Source: an optimization exercise on an open RTL-to-GDS flow (aim: small area). Production flows keep margins and buffers that such runs may drop.
Function was checked by simulation only, so behaviour that the tests miss may differ from the original.
The clock port is modelled as an ideal driver; clocking choices that lean on that would not hold on a real chip.
Power figures rest on the tool's default switching activity, not on a simulated workload.

Design drsstc_sfp_transceiver_top, start of the top module:
module drsstc_sfp_transceiver_top (
    input           CLK_40M,
    input           RST_N,
    input   [7:0]   IN,
    output  [7:0]   OUT,
    input   [2:0]   LV_IN,
    output  [2:0]   LV_OUT,
    input   [7:0]   DIP_SW1,
    input   [7:0]   DIP_SW2,
    output  [1:0]   LED_TX,
    output  [1:0]   LED_RX,
    input           SFP_LOSS_SIG,
    output          SFP_RATE_SEL,
    output          SFP_TX_DIS_N,
    input           SFP_TX_FLT,
    input           LVDS_DAT_OUT,
    output          LVDS_DAT_IN,
    output          LVDS_DRV_EN,
    output          LVDS_RCV_EN_N,
    output          TP1,
    output          TP2
    );
==> flow/config.mk <==
export PLATFORM = sky130hd
export DESIGN_NAME = drsstc_sfp_transceiver_top
export DESIGN_NICKNAME = drsstc_sfp_transceiver_top
export VERILOG_FILES = /design/flow/design.v
export SDC_FILE = /design/flow/constraint.sdc
export NUM_CORES = 4
export LEC_CHECK = 0
export CAP_MARGIN = 20
export CORE_MARGIN = 2
export CORE_UTILIZATION = 65
export HOLD_SLACK_MARGIN = 0.1
export SLEW_MARGIN = 20
==> flow/constraint.sdc <==
create_clock -name core_clock -period 25.0 [get_ports {CLK_40M}]
set_input_delay 5.0000 -clock core_clock [delete_from_list [all_inputs] [get_ports {CLK_40M}]]
set_output_delay 5.0000 -clock core_clock [all_outputs]
set_load 0.01 [all_outputs]
standard.sh (not shown) runs the stock make flow with config.mk's settings and CLKGATE_MAP_FILE= SYNTH_SCRIPT=/design/flow/synth_recipe.tcl, a recipe that flattens the netlist after the stock synthesis.
==> flow/flow/run.sh <==
#!/bin/bash
set -euo pipefail
bash standard.sh \
  "POST_FLOORPLAN_TCL=$PWD/flow/downsize.tcl" \
  "PRE_CTS_TCL=$PWD/flow/clock_tree.tcl" \
  "CTS_ARGS=-repair_clock_nets -dont_use_dummy_load" \
  "BUFFER_PORTS_ARGS=-buffer_cell sky130_fd_sc_hd__buf_1" \
  SKIP_REPAIR_TIE_FANOUT=1 \
  finish > flow_make.log 2>&1
==> flow/flow/clock_tree.tcl <==
# Pre-CTS hook: build the clock tree by hand. The flip-flops are split into
# six groups of nearby flip-flops (k-means on the placed positions, groups
# of at most ceil(n/6) pins); each group gets a clkbuf_4 at its centre,
# and one clkbuf_2 fed by the clock port drives the six group buffers, so
# every clock pin sees the same path: port -> clkbuf_2 -> clkbuf_4 -> pin.
# TritonCTS then finds nothing left to buffer.
set ngroups 6
set bufcell sky130_fd_sc_hd__clkbuf_4
set rootcell sky130_fd_sc_hd__clkbuf_2
set clk_net [get_nets CLK_40M]
set pins {}
set xs {}
set ys {}
foreach pin [get_pins -of_objects $clk_net] {
  if {[get_property $pin direction] ne "input"} { continue }
  set inst [[sta::sta_to_db_pin $pin] getInst]
  set bb [$inst getBBox]
  lappend pins $pin
  lappend xs [expr {([$bb xMin] + [$bb xMax]) / 2.0}]
  lappend ys [expr {([$bb yMin] + [$bb yMax]) / 2.0}]
}
set n [llength $pins]
set cap [expr {($n + $ngroups - 1) / $ngroups}]
# initial centres: spread along x
set idx [lsort -real -indices $xs]
set cx {}
set cy {}
for {set g 0} {$g < $ngroups} {incr g} {
  set k [lindex $idx [expr {int(($g + 0.5) * $n / $ngroups)}]]
  lappend cx [lindex $xs $k]
  lappend cy [lindex $ys $k]
}
for {set it 0} {$it < 50} {incr it} {
  # capacity-limited assignment: closest (pin, group) pairs first
  set pairs {}
  for {set i 0} {$i < $n} {incr i} {
    for {set g 0} {$g < $ngroups} {incr g} {
      lappend pairs [list [expr {abs([lindex $xs $i] - [lindex $cx $g]) + abs([lindex $ys $i] - [lindex $cy $g])}] $i $g]
    }
  }
  set pairs [lsort -real -index 0 $pairs]
  set asg [lrepeat $n -1]
  set cnt [lrepeat $ngroups 0]
  foreach p $pairs {
    lassign $p d i g
    if {[lindex $asg $i] >= 0 || [lindex $cnt $g] >= $cap} { continue }
    lset asg $i $g
    lset cnt $g [expr {[lindex $cnt $g] + 1}]
  }
  for {set g 0} {$g < $ngroups} {incr g} {
    set sx 0.0; set sy 0.0; set c 0
    for {set i 0} {$i < $n} {incr i} {
      if {[lindex $asg $i] == $g} { set sx [expr {$sx + [lindex $xs $i]}]; set sy [expr {$sy + [lindex $ys $i]}]; incr c }
    }
    if {$c > 0} { lset cx $g [expr {$sx / $c}]; lset cy $g [expr {$sy / $c}] }
  }
}
set dbu [[ord::get_db_block] getDbUnitsPerMicron]
for {set g 0} {$g < $ngroups} {incr g} {
  set grp {}
  for {set i 0} {$i < $n} {incr i} {
    if {[lindex $asg $i] == $g} { lappend grp [lindex $pins $i] }
  }
  if {[llength $grp] == 0} { continue }
  puts "clock group $g: [llength $grp] pins at [expr {[lindex $cx $g] / $dbu}] [expr {[lindex $cy $g] / $dbu}]"
  insert_buffer -buffer_cell $bufcell -net $clk_net -load_pins $grp \
    -location [list [expr {[lindex $cx $g] / $dbu}] [expr {[lindex $cy $g] / $dbu}]] \
    -buffer_name clkbuf_leaf_$g -net_name clknet_leaf_$g
}
# root buffer between the port and the group buffers
set leaves {}
foreach pin [get_pins -of_objects $clk_net] {
  if {[get_property $pin direction] eq "input"} { lappend leaves $pin }
}
set sx 0.0; set sy 0.0
for {set g 0} {$g < $ngroups} {incr g} { set sx [expr {$sx + [lindex $cx $g]}]; set sy [expr {$sy + [lindex $cy $g]}] }
insert_buffer -buffer_cell $rootcell -net $clk_net -load_pins $leaves \
  -location [list [expr {$sx / $ngroups / $dbu}] [expr {$sy / $ngroups / $dbu}]] \
  -buffer_name clkbuf_root -net_name clknet_root
puts "clock root buffer drives [llength $leaves] group buffers"
Other scripts of this flow, unchanged in this note and not shown: flow/flow/downsize.tcl
==> next run, changes <==
==> flow/flow/clock_tree.tcl (replaced) <==
# Pre-CTS hook: drive the flip-flop clock pins from a few clock buffers fed
# straight from the clock port, one buffer per group of nearby flip-flops
# (k-means on the placed positions, buffer at the group's centre). All
# clock pins then see the same two-stage path: port -> buffer -> pin.
set ngroups [expr {[info exists ::env(CLK_GROUPS)] ? $::env(CLK_GROUPS) : 4}]
set bufcell [expr {[info exists ::env(CLK_BUF)] ? $::env(CLK_BUF) : "sky130_fd_sc_hd__clkbuf_8"}]
set clk_net [get_nets CLK_40M]
set pins {}
set xs {}
set ys {}
foreach pin [get_pins -of_objects $clk_net] {
  if {[get_property $pin direction] ne "input"} { continue }
  set inst [[sta::sta_to_db_pin $pin] getInst]
  set bb [$inst getBBox]
  lappend pins $pin
  lappend xs [expr {([$bb xMin] + [$bb xMax]) / 2.0}]
  lappend ys [expr {([$bb yMin] + [$bb yMax]) / 2.0}]
}
set n [llength $pins]
# initial centres: spread along x
set idx [lsort -real -indices $xs]
set cx {}
set cy {}
for {set g 0} {$g < $ngroups} {incr g} {
  set k [lindex $idx [expr {int(($g + 0.5) * $n / $ngroups)}]]
  lappend cx [lindex $xs $k]
  lappend cy [lindex $ys $k]
}
for {set it 0} {$it < 50} {incr it} {
  set asg {}
  for {set i 0} {$i < $n} {incr i} {
    set best 0
    set bd 1e30
    for {set g 0} {$g < $ngroups} {incr g} {
      set d [expr {abs([lindex $xs $i] - [lindex $cx $g]) + abs([lindex $ys $i] - [lindex $cy $g])}]
      if {$d < $bd} { set bd $d; set best $g }
    }
    lappend asg $best
  }
  for {set g 0} {$g < $ngroups} {incr g} {
    set sx 0.0; set sy 0.0; set c 0
    for {set i 0} {$i < $n} {incr i} {
      if {[lindex $asg $i] == $g} { set sx [expr {$sx + [lindex $xs $i]}]; set sy [expr {$sy + [lindex $ys $i]}]; incr c }
    }
    if {$c > 0} { lset cx $g [expr {$sx / $c}]; lset cy $g [expr {$sy / $c}] }
  }
}
set dbu [[ord::get_db_block] getDbUnitsPerMicron]
for {set g 0} {$g < $ngroups} {incr g} {
  set grp {}
  for {set i 0} {$i < $n} {incr i} {
    if {[lindex $asg $i] == $g} { lappend grp [lindex $pins $i] }
  }
  if {[llength $grp] == 0} { continue }
  puts "clock group $g: [llength $grp] pins at [expr {[lindex $cx $g] / $dbu}] [expr {[lindex $cy $g] / $dbu}]"
  insert_buffer -buffer_cell $bufcell -net $clk_net -load_pins $grp \
    -location [list [expr {[lindex $cx $g] / $dbu}] [expr {[lindex $cy $g] / $dbu}]] \
    -buffer_name clkbuf_leaf_$g -net_name clknet_leaf_$g
}
Setup slack improves by 4.2 ps.
Cell area stays flat.
Routed wire length climbs slightly.
Cell count drops slightly.
Global-route usage barely changes.
Sequential cell count does not change.
Total power drops slightly.
Synthesized area stays the same.
Combinational power stays flat.

========
Setup of the reference run:
drsstc_sfp_transceiver_top again, from the RTL that the note above started with.
Settings: LEC_CHECK=0, CAP_MARGIN=20, CORE_MARGIN=2, CORE_UTILIZATION=65, HOLD_SLACK_MARGIN=0.1, SLEW_MARGIN=20; clock period 25.0 ns.
==> flow/flow/clock_tree.tcl <==
# Pre-CTS hook: drive the flip-flop clock pins from a few clock buffers fed
# straight from the clock port, one buffer per group of nearby flip-flops
# (k-means on the placed positions with groups of at most ceil(n/k) pins,
# buffer at the group's centre). Every clock pin then sees the same
# two-stage path: port -> buffer -> pin.
set ngroups [expr {[info exists ::env(CLK_GROUPS)] ? $::env(CLK_GROUPS) : 4}]
set bufcell [expr {[info exists ::env(CLK_BUF)] ? $::env(CLK_BUF) : "sky130_fd_sc_hd__clkbuf_8"}]
set clk_net [get_nets CLK_40M]
set pins {}
set xs {}
set ys {}
foreach pin [get_pins -of_objects $clk_net] {
  if {[get_property $pin direction] ne "input"} { continue }
  set inst [[sta::sta_to_db_pin $pin] getInst]
  set bb [$inst getBBox]
  lappend pins $pin
  lappend xs [expr {([$bb xMin] + [$bb xMax]) / 2.0}]
  lappend ys [expr {([$bb yMin] + [$bb yMax]) / 2.0}]
}
set n [llength $pins]
set cap [expr {($n + $ngroups - 1) / $ngroups}]
# initial centres: spread along x
set idx [lsort -real -indices $xs]
set cx {}
set cy {}
for {set g 0} {$g < $ngroups} {incr g} {
  set k [lindex $idx [expr {int(($g + 0.5) * $n / $ngroups)}]]
  lappend cx [lindex $xs $k]
  lappend cy [lindex $ys $k]
}
for {set it 0} {$it < 50} {incr it} {
  # capacity-limited assignment: closest (pin, group) pairs first
  set pairs {}
  for {set i 0} {$i < $n} {incr i} {
    for {set g 0} {$g < $ngroups} {incr g} {
      lappend pairs [list [expr {abs([lindex $xs $i] - [lindex $cx $g]) + abs([lindex $ys $i] - [lindex $cy $g])}] $i $g]
    }
  }
  set pairs [lsort -real -index 0 $pairs]
  set asg [lrepeat $n -1]
  set cnt [lrepeat $ngroups 0]
  foreach p $pairs {
    lassign $p d i g
    if {[lindex $asg $i] >= 0 || [lindex $cnt $g] >= $cap} { continue }
    lset asg $i $g
    lset cnt $g [expr {[lindex $cnt $g] + 1}]
  }
  for {set g 0} {$g < $ngroups} {incr g} {
    set sx 0.0; set sy 0.0; set c 0
    for {set i 0} {$i < $n} {incr i} {
      if {[lindex $asg $i] == $g} { set sx [expr {$sx + [lindex $xs $i]}]; set sy [expr {$sy + [lindex $ys $i]}]; incr c }
    }
    if {$c > 0} { lset cx $g [expr {$sx / $c}]; lset cy $g [expr {$sy / $c}] }
  }
}
set dbu [[ord::get_db_block] getDbUnitsPerMicron]
for {set g 0} {$g < $ngroups} {incr g} {
  set grp {}
  for {set i 0} {$i < $n} {incr i} {
    if {[lindex $asg $i] == $g} { lappend grp [lindex $pins $i] }
  }
  if {[llength $grp] == 0} { continue }
  puts "clock group $g: [llength $grp] pins at [expr {[lindex $cx $g] / $dbu}] [expr {[lindex $cy $g] / $dbu}]"
  insert_buffer -buffer_cell $bufcell -net $clk_net -load_pins $grp \
    -location [list [expr {[lindex $cx $g] / $dbu}] [expr {[lindex $cy $g] / $dbu}]] \
    -buffer_name clkbuf_leaf_$g -net_name clknet_leaf_$g
}
Scripts as last shown in full above: flow/flow/run.sh
Other scripts of this flow, unchanged in this note and not shown: flow/flow/downsize.tcl
Input changes introduced in the trial run (baseline for comparison: the reference run):
Settings: HOLD_SLACK_MARGIN removed (was 0.1).
diff --git a/flow/flow/clock_tree.tcl b/flow/flow/clock_tree.tcl
--- a/flow/flow/clock_tree.tcl
+++ b/flow/flow/clock_tree.tcl
@@ -2,5 +2,4 @@
 # straight from the clock port, one buffer per group of nearby flip-flops
-# (k-means on the placed positions with groups of at most ceil(n/k) pins,
-# buffer at the group's centre). Every clock pin then sees the same
-# two-stage path: port -> buffer -> pin.
+# (k-means on the placed positions, buffer at the group's centre). All
+# clock pins then see the same two-stage path: port -> buffer -> pin.
 set ngroups [expr {[info exists ::env(CLK_GROUPS)] ? $::env(CLK_GROUPS) : 4}]
@@ -20,3 +19,2 @@
 set n [llength $pins]
-set cap [expr {($n + $ngroups - 1) / $ngroups}]
 # initial centres: spread along x
@@ -31,17 +29,11 @@
 for {set it 0} {$it < 50} {incr it} {
-  # capacity-limited assignment: closest (pin, group) pairs first
-  set pairs {}
+  set asg {}
   for {set i 0} {$i < $n} {incr i} {
+    set best 0
+    set bd 1e30
     for {set g 0} {$g < $ngroups} {incr g} {
-      lappend pairs [list [expr {abs([lindex $xs $i] - [lindex $cx $g]) + abs([lindex $ys $i] - [lindex $cy $g])}] $i $g]
+      set d [expr {abs([lindex $xs $i] - [lindex $cx $g]) + abs([lindex $ys $i] - [lindex $cy $g])}]
+      if {$d < $bd} { set bd $d; set best $g }
     }
-  }
-  set pairs [lsort -real -index 0 $pairs]
-  set asg [lrepeat $n -1]
-  set cnt [lrepeat $ngroups 0]
-  foreach p $pairs {
-    lassign $p d i g
-    if {[lindex $asg $i] >= 0 || [lindex $cnt $g] >= $cap} { continue }
-    lset asg $i $g
-    lset cnt $g [expr {[lindex $cnt $g] + 1}]
+    lappend asg $best
   }
Results
Growth of design area from synthesis to finish on the trial run is down relative to the reference run. In the route summary, the trial run ends up with a via count exceeding that of the reference run. Between the trial run and the reference run, it is the trial run whose sequential share of layout area is higher, by 0.17 points. Compared the reference run against the trial run; die boundary width within noise. Per the comparison of the trial run with the reference run, cell area decreased by 0.33% relative to the old numbers; count of mapped cells out of synthesis closely matched the old numbers.

## separate check: timing with driven ports
In the flow no input, the clock included, has a driving cell. The finished layouts below were timed again as built, in two steps.
Step 1 sets driving cells, clkbuf_16 on the clock port and buf_2 on the other inputs (assumed; they add their load-dependent delay and slew).
Step 2 also shifts input and output timing later by t, the mid clock arrival at the registers, as if the neighbouring blocks saw the same clock.
Slacks: ideal ports / drivers / drivers and shift; pairs: ideal ports / drivers.
run | t (ns) | setup slack, ns | pins driven straight from the clock port
the first run of note 1 | 0.438 | 14.501 / 14.473 / 14.473 | 1
the second run of note 1 | 0.202 | 14.505 / 14.478 / 14.478 | 4
the reference run | 0.208 | 14.505 / 14.477 / 14.477 | 4
the trial run | 0.202 | 14.505 / 14.478 / 14.478 | 4
After both steps every run listed still meets setup and hold.
